Context: an optimization exercise on an open-source flow, tuned for small area. The choices shown serve that exercise and are no tape-out recipe. In this exercise RTL edits were held to simulation tests only and were not proved equivalent to the original. Power figures rest on the tool's default switching activity, not on a simulated workload.

== run A ==
Design Arr4x4, start of the top module:
module Arr4x4(Err_mac, Err_mult,
             w1_in, w2_in, w3_in, w4_in,
             a1_in, a2_in, a3_in, a4_in,
             w1_out, w2_out, w3_out, w4_out,
             a1_out, a2_out, a3_out, a4_out,
             c1_out, c2_out, c3_out, c4_out,
             clk, rst_n, hold);
==> flow/config.mk <==
export PLATFORM = sky130hd
export DESIGN_NAME = Arr4x4
export DESIGN_NICKNAME = Arr4x4
export VERILOG_FILES = /design/flow/design.v
export SDC_FILE = /design/flow/constraint.sdc
export NUM_CORES = 4
export LEC_CHECK = 0
export ABC_AREA = 1
export CAP_MARGIN = 5
export CORE_MARGIN = 2
export CORE_UTILIZATION = 70
export CTS_BUF_LIST = sky130_fd_sc_hd__clkbuf_16
export CTS_CLUSTER_DIAMETER = 100
export CTS_CLUSTER_SIZE = 25
export PLACE_DENSITY = 0.8
export SLEW_MARGIN = 5
==> flow/constraint.sdc <==
create_clock -name core_clock -period 7.5 [get_ports {clk}]
set_input_delay 1.5000 -clock core_clock [delete_from_list [all_inputs] [get_ports {clk}]]
set_output_delay 1.5000 -clock core_clock [all_outputs]
set_load 0.01 [all_outputs]
standard.sh (not shown) runs the stock make flow with config.mk's settings and CLKGATE_MAP_FILE= SYNTH_SCRIPT=/design/flow/synth_recipe.tcl, a recipe that flattens the netlist after the stock synthesis.
==> flow/flow/run.sh <==
#!/bin/bash
# Standard layout, with one netlist step added after synthesis: invpush4.py
# removes inverters around full-adder cells (a full adder is self-dual, and a
# nand2 of two signals is a nor2 of their complements), which
# leaves the logic and every register unchanged. Ports are buffered with buf_1.
set -euo pipefail
W=$(pwd)
R=$W/orfs/results/$FLOW_PLATFORM/Arr4x4/base
bash standard.sh synth > $W/synth.log 2>&1
python3 $W/flow/invpush4.py $R/1_2_yosys.v $R/1_2_yosys_invpush.v > $W/invpush.log 2>&1
cp $R/1_2_yosys.v $W/1_2_yosys_standard.v
mv $R/1_2_yosys_invpush.v $R/1_2_yosys.v
rm -f $R/1_synth.odb $R/1_synth.sdc
bash standard.sh "BUFFER_PORTS_ARGS=-buffer_cell sky130_fd_sc_hd__buf_1" REMOVE_ABC_BUFFERS=1 finish > $W/layout.log 2>&1
Other scripts of this flow, unchanged in this note and not shown: flow/flow/invpush4.py
Changes in run B relative to run A:
# run A
export LEC_CHECK = 0
export ABC_AREA = 1
export CAP_MARGIN = 5
export CORE_MARGIN = 2
export CORE_UTILIZATION = 70
export CTS_BUF_LIST = sky130_fd_sc_hd__clkbuf_16
export CTS_CLUSTER_DIAMETER = 100
export CTS_CLUSTER_SIZE = 25
export PLACE_DENSITY = 0.8
export SLEW_MARGIN = 5
create_clock -name core_clock -period 7.5 [get_ports {clk}]
# run B
export LEC_CHECK = 0
export ABC_AREA = 1
export CAP_MARGIN = 5
export CORE_MARGIN = 2
export CORE_UTILIZATION = 60
export CTS_BUF_LIST = sky130_fd_sc_hd__clkbuf_16
export CTS_CLUSTER_DIAMETER = 100
export CTS_CLUSTER_SIZE = 25
export GPL_TIMING_DRIVEN = 0
export SLEW_MARGIN = 5
create_clock -name core_clock -period 7.5 [get_ports {clk}]
Findings:
Run B gives less wire length per cell after detailed routing than run A did. | internal power consumption | run B vs run A | 0.69% higher |. Relative to run A, die width has gone up in run B. In the route summary, run B ends up with a via count below that of run A. Between run B and run A, the part of the cycle the worst path needs is lower for run A. Run B has less setup slack than run A.


Starting RTL as in the previous note.
clock: 7.5 ns
lec_check: 0
abc_area: 1
cap_margin: 5
core_margin: 2
core_utilization: 60
cts_buf_list: sky130_fd_sc_hd__clkbuf_16
cts_cluster_diameter: 100
cts_cluster_size: 25
slew_margin: 5
Scripts as last shown in full above: flow/flow/run.sh
Other scripts of this flow, unchanged in this note and not shown: flow/flow/invpush4.py
Next try:
--- a/flow/config.mk
+++ b/flow/config.mk
@@ -7,9 +7,9 @@
 export LEC_CHECK = 0
 export ABC_AREA = 1
-export CAP_MARGIN = 5
+export CAP_MARGIN = 0
 export CORE_MARGIN = 2
 export CORE_UTILIZATION = 60
 export CTS_BUF_LIST = sky130_fd_sc_hd__clkbuf_16
 export CTS_CLUSTER_DIAMETER = 100
-export CTS_CLUSTER_SIZE = 25
-export SLEW_MARGIN = 5
+export CTS_CLUSTER_SIZE = 20
+export SLEW_MARGIN = 0
=> Cell count hardly moves; area after synthesis is unchanged; non-clock buffer count is unchanged; utilization stays flat; design area is about the same; flip-flop and latch count does not change; combinational power barely changes; clock skew came out lower by 0.0059 ns.

-- port drivers added, routing unchanged --
In the flow no input, the clock included, has a driving cell. The finished layouts below were timed again as built, in two steps.
Step 1, drivers: a clkbuf_16 drives clk and a buf_2 each remaining input, both assumed.
Step 2 also shifts input and output timing later by t, the mid clock arrival at the registers, as if the neighbouring blocks saw the same clock.
Slacks: no drivers / after step 1 / after step 2; pairs: no drivers / after step 1.
run	t (ns)	setup slack, ns	worst register clock-pin slew, ns	cell pins on the clock port's net
run A	0.685	0.744 / 0.767 / 0.082	0.10 / 0.10	1
run B	0.696	0.432 / 0.434 / -0.261	0.10 / 0.10	1
the first run of note 2	0.697	0.856 / 0.895 / 0.198	0.10 / 0.10	1
the second run of note 2	0.633	0.776 / 0.807 / 0.174	0.09 / 0.09	1
Met with ideal ports but missed after step 2: setup timing in run B. The setup slack of run B, which loses most, moves by +0.002 ns with the drivers and by -0.693 ns with both steps.
